Context: an optimization exercise on an open-source flow, tuned for small area, a short achievable clock period and few clock cycles. The choices shown serve that exercise and are no tape-out recipe. The RTL was checked by simulation tests, not by an equivalence proof against the original design. Power and IR drop assume default switching activity.

--- design/flow/config.mk ---
export PLATFORM = sky130hd
export DESIGN_NAME = soc_top
export DESIGN_NICKNAME = soc_top
export VERILOG_FILES = /design/flow/design.v
export SDC_FILE = /design/flow/constraint.sdc
export NUM_CORES = 8
export LEC_CHECK = 0
export CAP_MARGIN = 20
export CORE_MARGIN = 2
export CORE_UTILIZATION = 30
export SLEW_MARGIN = 20
--- design/flow/constraint.sdc ---
create_clock -name core_clock -period 25.0 [get_ports {i_clk}]
set_input_delay 5.0000 -clock core_clock [delete_from_list [all_inputs] [get_ports {i_clk}]]
set_output_delay 5.0000 -clock core_clock [all_outputs]
set_load 0.01 [all_outputs]
--- design/flow/design.v ---
module soc_top (
    input          i_clk,
    input          i_rst_n,
    input  [31:0]  i_IMEM_data,
    output [31:0]  o_IMEM_addr,
    output         o_IMEM_cen,
    output         o_mem_cen,
    output         o_mem_wen,
    output [31:0]  o_mem_addr,
    output [127:0] o_mem_wdata,
    input  [127:0] i_mem_rdata,
    input          i_mem_stall,
    input  [31:0]  i_offset,
    output         o_finish
);
    reg  [31:0] pc;           
    reg  [31:0] ir;
    reg         irv;
    assign o_IMEM_addr = pc;
    assign o_IMEM_cen  = 1'b1;
    reg  [31:2] offq;
    always @(posedge i_clk) offq <= i_offset[31:2];
    wire [4:0] opc     = ir[6:2];
    wire [2:0] f3      = ir[14:12];
    wire       op_r    = (opc == 5'b01100);
    wire       op_i    = (opc == 5'b00100);
    wire       op_ld   = (opc == 5'b00000);
    wire       op_st   = (opc == 5'b01000);
    wire       op_br   = (opc == 5'b11000);
    wire       op_jal  = (opc == 5'b11011);
    wire       op_jalr = (opc == 5'b11001);
    wire       op_aui  = (opc == 5'b00101);
    wire       op_sys  = (opc == 5'b11100);
    wire       is_md   = op_r & ir[25];
    wire       is_div  = is_md & f3[2];
    wire       is_mem  = op_ld | op_st;
    wire [31:0] imm_i = {{20{ir[31]}}, ir[31:20]};
    wire [31:0] imm_s = {{20{ir[31]}}, ir[31:25], ir[11:7]};
    wire [31:0] imm_b = {{19{ir[31]}}, ir[31], ir[7], ir[30:25], ir[11:8], 1'b0};
    wire [31:0] imm_j = {{11{ir[31]}}, ir[31], ir[19:12], ir[20], ir[30:21], 1'b0};
    wire [31:0] imm_u = {ir[31:12], 12'b0};
    reg  [31:0] rf [1:31];
    reg  [31:1] rfv;
    wire [4:0]  ra1 = ir[19:15];
    wire [4:0]  ra2 = ir[24:20];
    wire [4:0]  rd  = ir[11:7];
    function [31:0] rinit(input [4:0] a);
        rinit = (a == 5'd2) ? 32'hbffffff0 : (a == 5'd3) ? 32'h10008000 : 32'd0;
    endfunction
    wire [31:0] rs1 = (ra1 != 5'd0 && rfv[ra1]) ? rf[ra1] : rinit(ra1);
    wire [31:0] rs2 = (ra2 != 5'd0 && rfv[ra2]) ? rf[ra2] : rinit(ra2);
    wire        use_rs2 = op_r | op_br;
    wire [31:0] opb     = use_rs2 ? rs2 : (op_st ? imm_s : imm_i);
    wire        sub     = (op_r & (ir[30] | is_div)) | op_br | (op_i & f3[1]);
    wire [31:0] opbx    = sub ? ~opb : opb;
    wire [32:0] sum     = {1'b0, rs1} + {1'b0, opbx} + {32'd0, sub};
    wire        ovf     = (rs1[31] == opbx[31]) & (sum[31] != rs1[31]);
    wire [31:0] sat     = ovf ? {rs1[31], {31{~rs1[31]}}} : sum[31:0];
    wire        lt      = sum[31] ^ ovf;
    wire        ltu     = ~sum[32];
    wire        eq      = (rs1 == rs2);
    wire [3:0]  sh      = ir[23:20];
    wire [31:0] sll     = ir[24] ? 32'd0 : (rs1 << sh);
    wire signed [31:0] sra_s = $signed(rs1) >>> sh;
    wire [31:0] sra     = ir[24] ? {32{rs1[31]}} : sra_s;
    wire [31:0] immpc   = op_br ? imm_b : (op_jal ? imm_j : imm_u);
    wire [31:0] pcadd   = pc + (immpc - 32'd4);
    reg  [127:0] dat0, dat1;
    reg  [5:0]   tag0, tag1;
    reg  [3:0]   msk0, msk1;       
    reg          dty0, dty1;       
    reg          lru;              
    wire [9:0]  relraw = rs1[9:0] + opb[9:0] - {offq[9:2], 2'b00};
    wire [9:0]  relsat = 10'd0 - {offq[9:2], 2'b00};     
    wire [9:2]  rel    = ovf ? relsat[9:2] : relraw[9:2];
    wire [5:0]  line   = rel[9:4];
    wire [1:0]  wsel   = rel[3:2];
    wire p0 = (msk0 != 4'd0) && (tag0 == line);
    wire p1 = (msk1 != 4'd0) && (tag1 == line);
    wire h0 = p0 & msk0[wsel];
    wire h1 = p1 & msk1[wsel];
    wire present = p0 | p1;
    wire ldhit   = h0 | h1;
    wire [127:0] hline  = p0 ? dat0 : dat1;
    wire [31:0]  ldword = hline[wsel*32 +: 32];
    wire        vdty  = lru ? dty1 : dty0;
    wire [3:0]  vmsk  = lru ? msk1 : msk0;
    wire [5:0]  vtag  = lru ? tag1 : tag0;
    localparam M_IDLE = 2'd0, M_REQ = 2'd1, M_WAIT = 2'd2;
    reg  [1:0]  mst;
    reg         mwen;              
    reg         mway;              
    reg  [31:2] maddr;
    assign o_mem_cen   = (mst == M_REQ);
    assign o_mem_wen   = mwen;
    assign o_mem_addr  = {maddr, 2'b00};
    assign o_mem_wdata = mway ? dat1 : dat0;
    wire   mdone = (mst == M_WAIT) & ~i_mem_stall;
    wire   fill  = mdone & ~mwen;
    wire   midle = (mst == M_IDLE);
    reg  [31:0] mda, mdb, mdacc;
    reg         mdbusy, mddone;
    reg  [4:0]  mdcnt;
    wire        md_triv = is_div ? ((rs2 == 32'd0) | ltu) : ((rs1 == 32'd0) | (rs2 == 32'd0));
    wire [31:0] md_tres = (is_div & (rs2 == 32'd0)) ? 32'hffffffff : 32'd0;
    wire [32:0] md_rsh  = {mdacc, mdb[31]};
    wire [32:0] md_x    = is_div ? md_rsh : {1'b0, mdacc};
    wire [32:0] md_y    = is_div ? ~{1'b0, rs2} : {1'b0, mda};
    wire [33:0] md_s    = {1'b0, md_x} + {1'b0, md_y} + {33'd0, is_div};
    wire        md_ge   = md_s[33];    
    wire [31:0] md_res  = is_div ? mdb : mdacc;
    wire ex_mem_ok = op_ld ? ldhit : (present | ~vdty);
    wire ex_md_ok  = mddone | (~mdbusy & md_triv);
    wire stall = irv & ((is_mem & ~ex_mem_ok) | (is_md & ~ex_md_ok) | op_sys);
    wire ex_go = irv & ~stall;
    wire br_cond = f3[2] ? (lt ^ f3[0]) : (eq ^ f3[0]);
    wire taken   = op_jal | op_jalr | (op_br & br_cond);
    wire [31:0] target = op_jalr ? sum[31:0] : pcadd;
    wire wr_rd = op_r | op_i | op_ld | op_jal | op_jalr | op_aui;
    reg  [31:0] wdata;
    always @(*) begin
        if (op_ld)                 wdata = ldword;
        else if (op_jal | op_jalr) wdata = pc;
        else if (op_aui)           wdata = pcadd;
        else if (is_md)            wdata = mddone ? md_res : md_tres;
        else if (op_r) begin
            case (f3)
                3'b111:  wdata = rs1 & rs2;
                3'b110:  wdata = rs1 | rs2;
                3'b100:  wdata = rs1 ^ rs2;
                default: wdata = sat;
            endcase
        end else begin
            case (f3)
                3'b010:  wdata = {31'd0, lt};
                3'b001:  wdata = sll;
                3'b101:  wdata = sra;
                default: wdata = sat;
            endcase
        end
    end
    wire rf_we = ex_go & wr_rd & (rd != 5'd0);
    integer k;
    always @(posedge i_clk) begin
        for (k = 1; k < 32; k = k + 1)
            if (rf_we && rd == k) rf[k] <= wdata;
    end
    always @(posedge i_clk or negedge i_rst_n) begin
        if (!i_rst_n) rfv <= 31'd0;
        else if (rf_we) rfv[rd] <= 1'b1;
    end
    always @(posedge i_clk or negedge i_rst_n) begin
        if (!i_rst_n) begin
            pc  <= 32'h00010000;
            irv <= 1'b0;
        end else if (!stall) begin
            if (irv && taken) begin
                pc  <= target;
                irv <= 1'b0;
            end else begin
                pc  <= pc + 32'd4;
                irv <= 1'b1;
            end
        end
    end
    always @(posedge i_clk) begin
        if (!stall) ir <= i_IMEM_data;
    end
    always @(posedge i_clk or negedge i_rst_n) begin
        if (!i_rst_n) begin
            mdbusy <= 1'b0;
            mddone <= 1'b0;
        end else begin
            if (irv && is_md && !mdbusy && !mddone && !md_triv)
                mdbusy <= 1'b1;
            else if (mdbusy && (is_div ? (mdcnt == 5'd31) : (mdb[31:1] == 31'd0))) begin
                mdbusy <= 1'b0;
                mddone <= 1'b1;
            end else if (ex_go)
                mddone <= 1'b0;
        end
    end
    always @(posedge i_clk) begin
        if (!mdbusy) begin
            mdacc <= 32'd0;
            mda   <= rs1;
            mdb   <= is_div ? rs1 : rs2;
            mdcnt <= 5'd0;
        end else begin
            mdcnt <= mdcnt + 5'd1;
            if (is_div) begin
                mdacc <= md_ge ? md_s[31:0] : md_rsh[31:0];
                mdb   <= {mdb[30:0], md_ge};
            end else begin
                if (mdb[0]) mdacc <= md_s[31:0];
                mda <= {mda[30:0], 1'b0};
                mdb <= {1'b0, mdb[31:1]};
            end
        end
    end
    wire need_mem = irv & ((is_mem & ~ex_mem_ok) | op_sys);
    wire fl_way    = op_sys ? (dty1 & ~dty0) : (present & op_ld ? p1 : lru);
    wire fl_dty    = fl_way ? dty1 : dty0;
    wire [3:0] fl_msk = fl_way ? msk1 : msk0;
    wire [5:0] fl_tag = fl_way ? tag1 : tag0;
    wire act_merge = need_mem & ((op_ld & present) | (fl_dty & (fl_msk != 4'hf)));
    wire act_wb    = need_mem & ~act_merge & fl_dty;
    wire act_new   = need_mem & ~act_merge & ~fl_dty & op_ld;
    wire act       = midle & (act_merge | act_wb | act_new);
    wire [5:0] aline = act_new ? line : fl_tag;
    reg fin;
    assign o_finish = fin;
    always @(posedge i_clk or negedge i_rst_n) begin
        if (!i_rst_n) fin <= 1'b0;
        else if (irv && op_sys && !dty0 && !dty1 && (midle || (mdone && mwen))) fin <= 1'b1;
    end
    always @(posedge i_clk or negedge i_rst_n) begin
        if (!i_rst_n) begin
            mst <= M_IDLE;
        end else begin
            case (mst)
                M_IDLE: if (act) mst <= M_REQ;
                M_REQ:  mst <= M_WAIT;
                default: if (!i_mem_stall) mst <= M_IDLE;
            endcase
        end
    end
    always @(posedge i_clk) begin
        if (act) begin
            mwen  <= act_wb;
            mway  <= fl_way;
            maddr <= offq + {aline, 2'b00};
        end
    end
    wire st_go  = ex_go & op_st;
    wire st_way = present ? p1 : lru;
    wire ld_go  = ex_go & op_ld;
    always @(posedge i_clk or negedge i_rst_n) begin
        if (!i_rst_n) begin
            msk0 <= 4'd0; msk1 <= 4'd0;
            dty0 <= 1'b0; dty1 <= 1'b0;
            lru  <= 1'b0;
        end else begin
            if (act && act_wb) begin
                if (fl_way) begin msk1 <= 4'd0; dty1 <= 1'b0; end
                else        begin msk0 <= 4'd0; dty0 <= 1'b0; end
            end
            if (act && act_new) begin
                if (fl_way) begin msk1 <= 4'd0; dty1 <= 1'b0; end
                else        begin msk0 <= 4'd0; dty0 <= 1'b0; end
            end
            if (fill) begin
                if (mway) msk1 <= 4'hf; else msk0 <= 4'hf;
            end
            if (st_go) begin
                if (st_way) begin
                    msk1 <= (present ? msk1 : 4'd0) | (4'd1 << wsel);
                    dty1 <= 1'b1;
                end else begin
                    msk0 <= (present ? msk0 : 4'd0) | (4'd1 << wsel);
                    dty0 <= 1'b1;
                end
                lru <= ~st_way;
            end
            if (ld_go) lru <= ~p1;
        end
    end
    always @(posedge i_clk) begin
        if (act && act_new) begin
            if (fl_way) tag1 <= line; else tag0 <= line;
        end
        if (st_go && !present) begin
            if (st_way) tag1 <= line; else tag0 <= line;
        end
    end
    genvar g;
    generate
        for (g = 0; g < 4; g = g + 1) begin : gw
            always @(posedge i_clk) begin
                if (fill && !mway && !msk0[g])
                    dat0[g*32 +: 32] <= i_mem_rdata[g*32 +: 32];
                else if (st_go && !st_way && wsel == g)
                    dat0[g*32 +: 32] <= rs2;
                if (fill && mway && !msk1[g])
                    dat1[g*32 +: 32] <= i_mem_rdata[g*32 +: 32];
                else if (st_go && st_way && wsel == g)
                    dat1[g*32 +: 32] <= rs2;
            end
        end
    endgenerate
endmodule
--- design/flow/run.sh ---
#!/bin/bash
# synth_recipe.tcl (not shown) runs the flow's synth.tcl, then flattens the netlist and writes it again
# the make line also repeats each setting of config.mk as NAME=value (left out here)
make -C /OpenROAD-flow-scripts/flow DESIGN_CONFIG=/design/flow/config.mk WORK_HOME=/design/flow/orfs CLKGATE_MAP_FILE= SYNTH_SCRIPT=/design/flow/synth_recipe.tcl finish
==> impl_metrics.ini <==
[synth]
synth_warnings = 34
synth_area_leaders = edfxtp_1 46%, mux2i_1 4.0%, nand2_1 3.6%, a22oi_1 3.6%, o21ai_0 3.5%
yosysSeqAreaShare = 0.5103
synthesis.area_um2 = 87260
synth_top_area_frac = 0.4618
synth_top_area_cell = edfxtp_1
yosysUniqueCellTypes = 121
synthFlopType = edfxtp_1
synthCells = 8026
ys_ff_latch = 1533
async_flop_share = 0.05219
syn_avg_cell_area_um2 = 10.87
synth_edf_count = 1342

[floorplanning]
start_util = 0.3008
io_pins = 391
die_area_um2 = 295200
die_w_um = 543.3
rows = 198
die_h_um = 543.3
coreArea_um2 = 290100

[setup_path]
startpoint_type = flop
slowest_delay_ns = 1.03
critPathBufInv = 7
worstSetupPathType = flop to flop
critPathTopFamily = simple AND/OR/NAND/NOR gates
critPathMaxFanout = 41
cp-startpoint = ir[21]
arrival_ns = 16.36
r2r-start = ir[21]
cp-end-kind = flop
slowest_stage = nor4bb_4
reg2reg_setup_slack_ns = 9.23
worst_ep_required_time_ns = 25.60

[finish]
multiInputGateArea_um2 = 40300
drive_gt1_frac = 0.1388
areaGrowthSynthToFinish_pct = 18.48
fin_cells = 12450
fillers = 28600
regArea_um2 = 44530
fin_nets = 8759

[grt]
grt_antenna_before_repair = 76
grt_pass1_wl_um = 665800
grt_max_degree = 132
grt_usage = 0.3285
overflow = 0
grt_pass1_vias = 76710

[pwr]
power.share.sequential = 0.282
peakVddDrop_mv = 0.1112
p_per_area_nw_per_um2 = 139.0
switching_power_w = 0.006905
p_sw_frac = 0.4805
clkPwrFrac = 0.187
p_comb_frac = 0.532
p_leak_nw = 36.09
power_w = 0.01437
p_int_w = 0.007465

[sta]
fmax_mhz = 63.42
slew_viol_final = 0
fin_setup_tns_ns = 0
hold_viol = 0
fin_skew_ns = 0.1079
tightestPinTransition_ns = 1.370
setup_viol = 0
fin_crit_sh = 0.6308
relSlewSlack = 0.08247
rsz0062_at_grt = false
period_needed_ns = 15.77

[clock_network]
post_cts_buffers = 0
clk_pin_slew_ns = 0.06
numCtsBuffers = 183
clk_latency_ns = 0.95
cts.sinks = 1533
clockBufferDepth = 4
cts_root_buf = clkbuf_16
h-tree-depth = 4
tritoncts = done
ctsHoldBuffers = 0
cts_resized = 0

[worst_hold_path]
min_from = mdb[27]
hp-class = flop to flop

[route]
drt-vias-per-instance = 6.768
drt_iter0_drc = 16930
wl_um = 506600
wl_per_cell_um = 40.69
drtAntennaViolNets = 0
vias = 84260
drtPass1Iterations = 12
drc = 0

[flow_run]
maxCapViolations = 0

[place]
routabilityCongestion = 1.033
hpwlAfterDp_um = 324200
port_buffers = 383
dp_cells = 12040

[outcome]
status = finished clean
## state kept, by name (all words and copies together) (netlist names), 2 cells and up
register  flops
dat0        128
offq         30
tag0          6
mda          32
dat1        128
mdb          32
msk1          4
mdcnt         5
tag1          6
mst           2
rfv          31
msk0          4
maddr        30
ir           30
pc           32
mdacc        32
rf          992
## per-stage QoR
step           hold WS (ns)  setup WS (ns)    util  cell area, um2
4_1_cts              0.4512          9.782  0.3554          103100
3_3_place_gp         0.4360          9.823  0.3356           97370
3_5_place_dp         0.4530          9.887  0.3357           97380
6_report             0.4525          9.231  0.3564          103400
5_1_grt              0.4837          9.078  0.3558          103200
2_1_floorplan        0.4209          12.42       -           87260
## cell type report
type / count / area share
Multi-Input combinational cell: 5595 / 0.3898
Clock inverter: 93 / 0.008702
Sequential cell: 1533 / 0.4307
Clock buffer: 231 / 0.04662
Tap cell: 3900 / 0.04720
Timing Repair Buffer: 772 / 0.06615
Inverter: 242 / 0.008835
Antenna cell: 84 / 0.002033
## routing by layer
layer	wire, um	up-vias	GRT usage
met5	1038	-	0.01185
met4	50040	60	0.2513
met3	80320	2652	0.1574
met2	199800	8553	0.4568
met1	175400	41040	0.3864
li1	-	31960	-
## synth_stat cells, types with 135 or more instances
| master | n |
|---|---|
| a21oi_1 | 375 |
| edfxtp_1 | 1342 |
| nand2_1 | 846 |
| a221oi_1 | 152 |
| mux2i_1 | 347 |
| a22oi_1 | 418 |
| o21ai_0 | 618 |
| nand3_1 | 138 |
| a22o_1 | 135 |
| clkbuf_1 | 512 |
| inv_1 | 232 |
| ha_1 | 225 |
| mux2_2 | 212 |
| nor2_1 | 391 |
## tightest hold or removal path, cell delays in order (launching register included)
cell	delay, ns
dfxtp_1	0.32
nand2_1	0.05
a31oi_1	0.07
## power by group through the flow
stage	Sequential, W	Clock (W)	Combinational, W
after global placement	0.00408	0	0.00711
after detailed placement	0.00409	0	0.00716
final	0.00405	0.00268	0.00764
after floorplan	0.00401	0	0.00391
after CTS	0.00404	0.00268	0.00719
after global routing	0.00407	0.00277	0.00776
## logic make-up (layout without fill, tap and decap cells)
logic type      count (synthesis)  count (layout)  synth area share
flops                        1533            1533            0.5103
compound gates               2532            2532            0.2003
other cells                     2              87        0.00008607
mux                           641             641           0.08669
simple gates                 2015            2015            0.1096
fa+ha+maj                     237             237           0.03502
xor+xnor                      167             167           0.01752
buf+inv                       899            1338           0.04061
## cell usage in the layout, fill, tap and decap left out, types with 91 or more instances in the layout
| cell type | Yosys | final |
|---|---|---|
| a22o_1 | 135 | 135 |
| nor2_1 | 391 | 370 |
| nand2_1 | 846 | 844 |
| mux2_2 | 212 | 212 |
| a21oi_1 | 375 | 371 |
| edfxtp_1 | 1342 | 1342 |
| ha_1 | 225 | 223 |
| nand4_1 | 96 | 96 |
| xnor2_1 | 101 | 101 |
| inv_1 | 232 | 231 |
| mux2i_1 | 347 | 347 |
| buf_4 | 10 | 380 |
| nand3_1 | 138 | 136 |
| nor3_1 | 131 | 114 |
| o22ai_1 | 133 | 128 |
| a221oi_1 | 152 | 152 |
| clkdlybuf4s50_1 | 0 | 382 |
| a211oi_1 | 91 | 91 |
| dfxtp_1 | 111 | 111 |
| a22oi_1 | 418 | 418 |
| o21ai_0 | 618 | 586 |
| clkbuf_16 | 0 | 183 |
## final timing paths
kind	end	cells past startpoint
setup / recovery	maddr[26]	47
setup reg to reg	maddr[26]	47
max in group asynchronous	irv	2
min in group asynchronous	dty1	1
hold / removal	mdb[26]	2
hold reg to reg	mdb[26]	2
Testbench counts, summed over its fixed seeds: cycles 74,011.

[re-timing with driven ports]
How much do the figures lean on ideal ports? The routed layout below was timed once more, with nothing changed but the port constraints.
Step 1: set_driving_cell puts a clkbuf_16 on i_clk and a buf_2 on each other input, an assumption about the parent block.
Step 2 times the ports against the registers' clock, not the clock port: input delays grow and output delays shrink by t, the midpoint of the rising clock arrivals with the driver on.
a / b / c = no drivers / after step 1 / after step 2; a / b = the first two.
shift t [ns]: 0.999
slack for setup (ns): 9.231 / 9.231 / 9.231
clock arrival spread, ns: 0.108 / 0.108
cell pins on the clock port's net: 1
After both steps this run still meets setup and hold. For this run, drivers alone change the setup slack by 0.000 ns; drivers and shift together by 0.000 ns.
